Source: an optimization exercise on an open RTL-to-GDS flow (aim: small area and a short achievable clock period). Production flows keep margins and buffers that such runs may drop. RTL that was checked went through simulation tests only; none was proved equivalent to the original.

== run A ==
Design FIR1, start of the top module:
module FIR1 (X, clk, Y, reset);
  input  [13:0] X;
  input         clk;
  output [13:0] Y;
  input         reset;
  reg [13:0] d1;
  reg [13:0] d2;
  reg [13:0] d3;
  reg [13:0] d4;
  reg [13:0] d5;
  reg [13:0] d6;
  reg [13:0] d7;
  reg [13:0] d8;
  reg [13:0] d9;
  reg [13:0] d10;
  reg [13:0] d11;
  reg [13:0] d12;
  reg [13:0] d13;
  reg [13:0] d14;
  reg [13:0] d15;
  reg [13:0] d16;
  reg [13:0] d17;
  reg [13:0] d18;
  reg [13:0] d19;
  reg [13:0] d20;
  reg [14:0] q2_0;
  reg [14:0] q2_2;
  reg [14:0] q2_3;
  reg [29:0] r2a;
  reg [28:0] r2b;
  reg [27:0] r1;
  reg [13:0] Y;
  wire s1 = d4[0] ^ d14[0];
  wire c2 = d4[0] | d14[0];
  wire s3 = d4[1] ^ d14[1];
  wire c4 = d4[1] | d14[1];
  wire s5, c6;
  FIR1_fa us5 (q2_3[6], q2_3[0], d20[9], s5, c6);
  wire s7, c8;
  FIR1_ha us7 (d18[9], d18[7], s7, c8);
  wire s9, c10;
  FIR1_fa us9 (d4[2], d14[2], q2_3[7], s9, c10);
  wire s11, c12;
  FIR1_fa us11 (q2_3[1], d20[10], d18[10], s11, c12);
  wire s13, c14;
  FIR1_fa us13 (q2_0[12], q2_0[8], q2_0[6], s13, c14);
  wire s15, c16;
  FIR1_fa us15 (d4[3], d14[3], q2_3[8], s15, c16);
  wire s17, c18;
  FIR1_fa us17 (q2_3[2], q2_3[0], d20[11], s17, c18);
  wire s19, c20;
  FIR1_fa us19 (d18[11], d18[9], d18[7], s19, c20);
  wire s21 = q2_0[13] ^ q2_0[9];
  wire c22 = q2_0[13] | q2_0[9];
  wire s23, c24;
  FIR1_fa us23 (q2_0[14], d4[4], d14[4], s23, c24);
  wire s25, c26;
  FIR1_fa us25 (q2_2[14], q2_3[9], q2_3[3], s25, c26);
  wire s27, c28;
  FIR1_fa us27 (q2_3[1], d9[0], d20[12], s27, c28);
  wire s29, c30;
  FIR1_fa us29 (d18[12], d18[10], d18[8], s29, c30);
  wire s31 = q2_0[10] ^ q2_0[8];
  wire c32 = q2_0[10] | q2_0[8];
  wire s33, c34;
  FIR1_fa us33 (d4[5], d14[5], q2_3[14], s33, c34);
  wire s35, c36;
  FIR1_fa us35 (q2_3[10], q2_3[4], q2_3[2], s35, c36);
  wire s37, c38;
  ...
Settings: LEC_CHECK=0, CAP_MARGIN=20, CORE_MARGIN=2, CORE_UTILIZATION=40, CTS_CLUSTER_DIAMETER=150, CTS_CLUSTER_SIZE=20, SETUP_SLACK_MARGIN=5, SLEW_MARGIN=20, SYNTH_HIERARCHICAL=1, SYNTH_MINIMUM_KEEP_SIZE=0; clock period 10.0 ns.
run.sh (not shown) runs the stock make flow with config.mk's settings and CLKGATE_MAP_FILE= SYNTH_SCRIPT=/design/flow/synth_recipe.tcl, a recipe that flattens the netlist after the stock synthesis.
Edits applied to the flow inputs when going from run A to run B:
- clearing CTS_CLUSTER_DIAMETER, which used to be 150
- clearing SETUP_SLACK_MARGIN, which used to be 5
- clearing CTS_CLUSTER_SIZE, which used to be 20
==> flow/flow/run.sh (new file) <==
#!/bin/bash
set -euo pipefail
bash standard.sh SETUP_SLACK_MARGIN=6.3 finish > standard_run.log 2>&1
==> flow/standard.sh (new file) <==
#!/bin/bash
# synth_recipe.tcl (not shown) runs the flow's synth.tcl, then flattens the netlist and writes it again
# the make line also repeats each setting of config.mk as NAME=value (left out here)
make -C /OpenROAD-flow-scripts/flow DESIGN_CONFIG=/design/flow/config.mk WORK_HOME=/design/flow/orfs CLKGATE_MAP_FILE= SYNTH_SCRIPT=/design/flow/synth_recipe.tcl "${@:-finish}"
removed: flow/run.sh
### Flow results
Run B against run A: pin count of the biggest net entering global routing increased by about 20% relative to the old numbers; worst hold slack down 0.0053 ns; number of antenna cells inserted rose 1; via count higher. Summary of run B over run A: design area picked up an extra 8.8%.
Edits applied to the flow inputs when going from run B to run C:
- CTS_CLUSTER_DIAMETER now 150, previously not set
- CTS_CLUSTER_SIZE now 20, previously not set
- ABC_AREA now 1, previously not set
==> flow/flow/run.sh <==
#!/bin/bash
set -euo pipefail
bash standard.sh SETUP_SLACK_MARGIN=6.0 finish > standard_run.log 2>&1
==> results.txt <==
Launching element of the worst setup path = d18[11]: run B; launching element of the worst setup path = q2_0[8]: run C
Global routing usage summed across all routing layers, run C and run B: larger value in run C
Diff run B -> run C: xor/xnor share of the synthesized area went down by 1.1 points; synthesis-to-layout area growth shows a reduction of 8.2 points; die height saw an increase.
[run C] worst hold margin fell 0.011 ns relative to run B
In the tables for run C and run B, share of the final layout cell area in sequential cells reads higher with run B.
Run C and run B ended up with nearly the same slack of the worst reg-to-reg path.
Run C against run B: portion of the clock cycle consumed by the worst path in the final layout level, total length of routed wires moved up.
Changes in run D relative to run C:
- TNS_END_PERCENT: unset -> 10
- ABC_AREA: 1 -> unset
[summary]
- Per the final summary, run D finished and its layout is clean on timing, DRC and antenna.
- Min overall die width across run C and run D: run D
- The wire length of the first global-routing pass in run D sits about 18% below the value recorded for run C.
- Post-route cell area: run C and run D compared, higher one is run C
- Taking run D as 1.0, run C lands at 1.3 on count of placed standard cells in the final layout, fillers left out.

* * *

Another version of the RTL of FIR1 (not shown whole).
Size in the first run: about 1800 cells after synthesis, roughly 430 flip-flops, about 24000 um2 of cells after synthesis.
Design FIR1, start of the top module:
module FIR1 (X, clk, Y, reset);
  input  [13:0] X;
  input         clk;
  output [13:0] Y;
  input         reset;
  reg [13:0] d1;
  reg [13:0] d2;
  reg [13:0] d3;
  reg [13:0] d4;
  reg [13:0] d5;
  reg [13:0] d6;
  reg [13:0] d7;
  reg [13:0] d8;
  reg [13:0] d9;
  reg [13:0] d10;
  reg [13:0] d11;
  reg [13:0] d12;
  reg [13:0] d13;
  reg [13:0] d14;
  reg [13:0] d15;
  reg [13:0] d16;
  reg [13:0] d17;
  reg [13:0] d18;
  reg [13:0] d19;
  reg [13:0] d20;
  reg [14:0] q2_0;
  reg [14:0] q2_2;
  reg [14:0] q2_3;
  reg [29:0] r2a;
  reg [28:0] r2b;
  reg [27:0] r1;
  reg [13:0] Y;
  wire s1 = ~q2_0[11] ^ ~q2_0[7];
  wire c2 = ~q2_0[11] & ~q2_0[7];
  wire s3 = ~q2_0[12] ^ ~q2_0[8];
  wire c4 = ~q2_0[12] & ~q2_0[8];
  wire s5 = ~q2_0[13] ^ ~q2_0[9] ^ ~q2_0[7];
  wire c6 = (~q2_0[13] & ~q2_0[9]) | (~q2_0[13] & ~q2_0[7]) | (~q2_0[9] & ~q2_0[7]);
  wire s7 = q2_0[14] ^ ~q2_0[10] ^ ~q2_0[8];
  wire c8 = (q2_0[14] & ~q2_0[10]) | (q2_0[14] & ~q2_0[8]) | (~q2_0[10] & ~q2_0[8]);
  wire s9 = ~q2_0[6] ^ ~d4[10];
  ...
export LEC_CHECK = 0
export CAP_MARGIN = 20
export CORE_MARGIN = 2
export CORE_UTILIZATION = 40
export SLEW_MARGIN = 20
create_clock -name core_clock -period 10.0 [get_ports {clk}]
standard.sh (not shown) runs the stock make flow with config.mk's settings and CLKGATE_MAP_FILE= SYNTH_SCRIPT=/design/flow/synth_recipe.tcl, a recipe that flattens the netlist after the stock synthesis.
==> flow/flow/run.sh <==
#!/bin/bash
set -euo pipefail
bash standard.sh SETUP_SLACK_MARGIN=6 finish > standard_run.log 2>&1
Edit:
==> flow/run.sh (new file) <==
#!/bin/bash
# synth_recipe.tcl (not shown) runs the flow's synth.tcl, then flattens the netlist and writes it again
# the make line also repeats each setting of config.mk as NAME=value (left out here)
make -C /OpenROAD-flow-scripts/flow DESIGN_CONFIG=/design/flow/config.mk WORK_HOME=/design/flow/orfs CLKGATE_MAP_FILE= SYNTH_SCRIPT=/design/flow/synth_recipe.tcl finish
- SETUP_SLACK_MARGIN: not set -> 5
removed: flow/flow/run.sh
removed: flow/standard.sh
The new run finished with timing, DRC and antenna clean.
Cell area decreases by 2.1%.
Maximum frequency decreases by 9.0%.
First-iteration DRC count increases by 1.4%.
Register-to-register slack degrades by 430 ps.
Routed wire length hardly moves.
No run of this note included a check of the RTL's function; only the layout flow was run.

* * *

FIR1, a different RTL version from the one above (not shown whole).
For scale: ~30 I/O pins, roughly 25,000 um2 of cells after synthesis.
==> flow/config.mk <==
export PLATFORM = sky130hd
export DESIGN_NAME = FIR1
export DESIGN_NICKNAME = FIR1
export VERILOG_FILES = /design/flow/design.v
export SDC_FILE = /design/flow/constraint.sdc
export NUM_CORES = 4
export LEC_CHECK = 0
export ABC_AREA = 1
export CAP_MARGIN = 20
export CORE_MARGIN = 2
export CORE_UTILIZATION = 40
export CTS_CLUSTER_DIAMETER = 150
export CTS_CLUSTER_SIZE = 26
export SLEW_MARGIN = 20
export SYNTH_HIERARCHICAL = 1
export SYNTH_MINIMUM_KEEP_SIZE = 0
==> flow/constraint.sdc <==
create_clock -name core_clock -period 10.0 [get_ports {clk}]
set_input_delay 2.0000 -clock core_clock [delete_from_list [all_inputs] [get_ports {clk}]]
set_output_delay 2.0000 -clock core_clock [all_outputs]
set_load 0.01 [all_outputs]
==> flow/flow/run.sh <==
#!/bin/bash
set -euo pipefail
bash standard.sh SETUP_SLACK_MARGIN=6.2 "BUFFER_PORTS_ARGS=-buffer_cell sky130_fd_sc_hd__buf_4" finish > standard_run.log 2>&1
Edit:
==> flow/flow/run.sh (replaced) <==
#!/bin/bash
set -euo pipefail
bash standard.sh SETUP_SLACK_MARGIN=6.45 "BUFFER_PORTS_ARGS=-buffer_cell sky130_fd_sc_hd__buf_4" finish > standard_run.log 2>&1
=> The new run finished clean. Via count climbs by 1.7%. Clock skew is about the same. Routed wire length climbs by 1.7%.

* * *

Starting RTL as in the previous note.
export LEC_CHECK = 0
export ABC_AREA = 1
export CAP_MARGIN = 20
export CORE_MARGIN = 2
export CORE_UTILIZATION = 40
export CTS_CLUSTER_DIAMETER = 150
export CTS_CLUSTER_SIZE = 26
export SLEW_MARGIN = 20
export SYNTH_HIERARCHICAL = 1
export SYNTH_MINIMUM_KEEP_SIZE = 0
create_clock -name core_clock -period 10.0 [get_ports {clk}]
==> flow/flow/run.sh <==
#!/bin/bash
set -euo pipefail
bash standard.sh SETUP_SLACK_MARGIN=6.3 "BUFFER_PORTS_ARGS=-buffer_cell sky130_fd_sc_hd__buf_4" finish > standard_run.log 2>&1
The starting point ran to the end with no violations.
Next try:
==> flow/flow/run.sh (replaced) <==
#!/bin/bash
set -euo pipefail
bash standard.sh SETUP_SLACK_MARGIN=6.5 finish > standard_run.log 2>&1
--- a/flow/config.mk
+++ b/flow/config.mk
@@ -13 +13 @@
-export CTS_CLUSTER_SIZE = 26
+export CTS_CLUSTER_SIZE = 20
The changed run ran to the end with no violations.
Worst setup slack barely changes.
Via count increases by 2.0%.
Global-route usage increases by 0.37 points.
Next try:
==> flow/flow/run.sh (replaced) <==
#!/bin/bash
set -euo pipefail
bash standard.sh SETUP_SLACK_MARGIN=6.2 finish > standard_run.log 2>&1
--- a/flow/config.mk
+++ b/flow/config.mk
@@ -8 +7,0 @@
-export ABC_AREA = 1
Effect: Cell count fell by 12%; cell area fell by 3.3%; count of clock-buffer cells in the layout fell by 1; fmax fell by 6.0%.
Next try:
==> flow/flow/run.sh (replaced) <==
#!/bin/bash
set -euo pipefail
bash standard.sh SETUP_SLACK_MARGIN=6.4 finish > standard_run.log 2>&1
Clock-buffer cell count stays the same. Sequential share of layout area drops by 0.94 points. Area after synthesis is unchanged. Global-route usage climbs by 0.34 points. Core utilization climbs by 1.0 points.
Next try:
==> flow/flow/run.sh (replaced) <==
#!/bin/bash
set -euo pipefail
bash standard.sh SETUP_SLACK_MARGIN=6.3 finish > standard_run.log 2>&1
--- a/flow/config.mk
+++ b/flow/config.mk
@@ -7,0 +8 @@
+export ABC_AREA = 1
Result: Final area hardly moves. Sequential cell count does not change. Global-route usage rose by 0.37 points. Wire length rose by 6.0%. First-iteration DRC count rose by 58%. Register-to-register slack improved by 0.06 ns. Clock skew hardly moves. Critical path depth fell by 5. Setup slack improved by 0.17 ns.
Next try:
==> flow/flow/run.sh (replaced) <==
#!/bin/bash
set -euo pipefail
bash standard.sh SETUP_SLACK_MARGIN=6.3 "BUFFER_PORTS_ARGS=-buffer_cell sky130_fd_sc_hd__buf_4" finish > standard_run.log 2>&1
Effect:
- The changed run finished clean
- clock skew came out lower by 0.010 ns
- worst hold slack is about the same
- utilization drops by 0.29 points

* * *

== tundra ==
FIR1 with an RTL version that a note above also has.
Size: ~1500 cells after synthesis, roughly 430 flip-flops, about 23000 um2 of cells after synthesis.
Settings: LEC_CHECK=0, CAP_MARGIN=10, CORE_MARGIN=2, CORE_UTILIZATION=40, CTS_CLUSTER_DIAMETER=150, CTS_CLUSTER_SIZE=20, SLEW_MARGIN=10, SYNTH_HIERARCHICAL=1, SYNTH_MINIMUM_KEEP_SIZE=0; clock period 10.0 ns.
==> flow/flow/run.sh <==
#!/bin/bash
set -euo pipefail
bash standard.sh SETUP_SLACK_MARGIN=6.0 finish > standard_run.log 2>&1
Looking at the reports, tundra completed the entire flow and the layout it produced met the timing, design-rule and antenna checks.
## Diff of input files: willow against tundra
Settings: swapping 10 for 20 in SLEW_MARGIN; swapping 20 for 26 in CTS_CLUSTER_SIZE; swapping 10 for 20 in CAP_MARGIN.
Findings:
willow went all the way through synthesis, placement and routing and the layout is clean on timing, DRC and antenna. [compare] base=tundra new=willow: global-route wire length before repair saw a decrease, sequential share of layout area saw little to no change.
--- input diff willow..sierra ---
Settings: clearing CTS_CLUSTER_SIZE, which used to be 26; putting PLACE_DENSITY at 0.7 where nothing was set; swapping 40 for 55 in CORE_UTILIZATION; clearing CTS_CLUSTER_DIAMETER, which used to be 150.
==> flow/flow/run.sh <==
#!/bin/bash
set -euo pipefail
bash standard.sh SETUP_SLACK_MARGIN=6.3 finish > standard_run.log 2>&1
Results
sierra went all the way through synthesis, placement and routing and the layout is clean on timing, DRC and antenna. From willow to sierra the numbers moved as follows: routing usage on met1 moved up, register-to-register slack moved down.
Relative to sierra, the following input files were edited for cedar:
Settings: CORE_UTILIZATION: 55 -> 40; PLACE_DENSITY: 0.7 -> unset.
==> flow/flow/run.sh <==
#!/bin/bash
set -euo pipefail
bash standard.sh SETUP_SLACK_MARGIN=6.6 finish > standard_run.log 2>&1
### Flow results
cedar does better than sierra on shortest period the worst path allows. cedar did not stop at any stage, and its layout met the timing, design-rule and antenna checks. Summary of cedar over sierra: final period utilization fell 0.80 points.

* * *

Setup of the previous run:
FIR1, a different RTL version from the one above (not shown whole).
Size in the first run: roughly 1400 cells after synthesis, about 430 flip-flops.
export LEC_CHECK = 0
export CAP_MARGIN = 20
export CORE_MARGIN = 2
export CORE_UTILIZATION = 40
export CTS_CLUSTER_DIAMETER = 150
export CTS_CLUSTER_SIZE = 20
export SLEW_MARGIN = 20
export SYNTH_HIERARCHICAL = 1
export SYNTH_MINIMUM_KEEP_SIZE = 0
create_clock -name core_clock -period 10.0 [get_ports {clk}]
==> flow/flow/run.sh <==
#!/bin/bash
set -euo pipefail
bash standard.sh SETUP_SLACK_MARGIN=6.0 finish > standard_run.log 2>&1
The flow did not stop early for the previous run: all stages ran, and the layout cleared the timing, design-rule and antenna checks.
The inputs of the current run differ from those of the previous run as listed below.
Settings: CTS_CLUSTER_SIZE: 20 -> unset; CTS_CLUSTER_DIAMETER: 150 -> unset.
==> flow/flow/run.sh <==
#!/bin/bash
set -euo pipefail
bash standard.sh SETUP_SLACK_MARGIN=6.3 finish > standard_run.log 2>&1
[summary]
- Share of the cycle needed by the critical path after routing: the previous run vs the current run, no meaningful difference
- Going from the previous run to the current run, the fraction of area in registers was found to have gone down by 2.5 points.
- The final reports for the current run and the previous run show smallest setup slack after layout lower in the former.
No functional check of the RTL was part of any run of this note.

re-timing with driven ports:
The results above use ideal ports. As a check the final layouts listed here were re-extracted and re-timed, cells and wires unchanged.
Step 1, drivers: a clkbuf_16 drives clk and a buf_2 each remaining input, both assumed.
Step 2 adds t to the input delays and takes it off the output delays; t is the mean of the earliest and latest rising clock arrival at the registers after step 1. Input paths then give back, and output paths get back, about the clock's delay inside the block.
Slacks: no drivers / after step 1 / after step 2; pairs: no drivers / after step 1.
run | t, ns | setup slack, ns | worst slew at a driven data input, ns | cell pins on the clock port's net
run A | 0.609 | 5.469 / 5.501 / 4.892 | 0.03 | 1
run B | 0.629 | 6.036 / 6.036 / 5.485 | 0.05 | 1
run C | 0.641 | 6.050 / 6.050 / 5.568 | 0.03 | 1
run D | 0.609 | 5.943 / 5.943 / 5.441 | 0.05 | 1
the first run of note 2 | 0.631 | 5.600 / 5.600 / 5.241 | 0.06 | 1
the second run of note 2 | 0.643 | 5.167 / 5.167 / 4.703 | 0.05 | 1
the first run of note 3 | 0.615 | 6.314 / 6.314 / 6.002 | 0.05 | 1
the second run of note 3 | 0.617 | 6.405 / 6.405 / 6.153 | 0.05 | 1
the first run of note 4 | 0.617 | 6.377 / 6.377 / 6.001 | 0.05 | 1
the second run of note 4 | 0.639 | 6.377 / 6.377 / 6.071 | 0.04 | 1
the third run of note 4 | 0.624 | 6.146 / 6.161 / 5.537 | 0.08 | 1
the fourth run of note 4 | 0.641 | 6.212 / 6.222 / 5.581 | 0.09 | 1
the fifth run of note 4 | 0.637 | 6.380 / 6.380 / 5.784 | 0.05 | 1
the sixth run of note 4 | 0.638 | 6.361 / 6.361 / 5.985 | 0.05 | 1
tundra | 0.622 | 6.083 / 6.083 / 5.525 | 0.05 | 1
willow | 0.599 | 6.066 / 6.083 / 5.500 | 0.06 | 1
sierra | 0.626 | 5.977 / 5.988 / 5.362 | 0.07 | 1
cedar | 0.623 | 6.056 / 6.056 / 5.442 | 0.06 | 1
the previous run | 0.623 | 5.864 / 5.864 / 5.297 | 0.05 | 1
the current run | 0.623 | 5.855 / 5.855 / 5.261 | 0.05 | 1
After both steps every run listed still meets setup and hold. The setup slack of the fourth run of note 4, which loses most, moves by +0.010 ns with the drivers and by -0.631 ns with both steps.
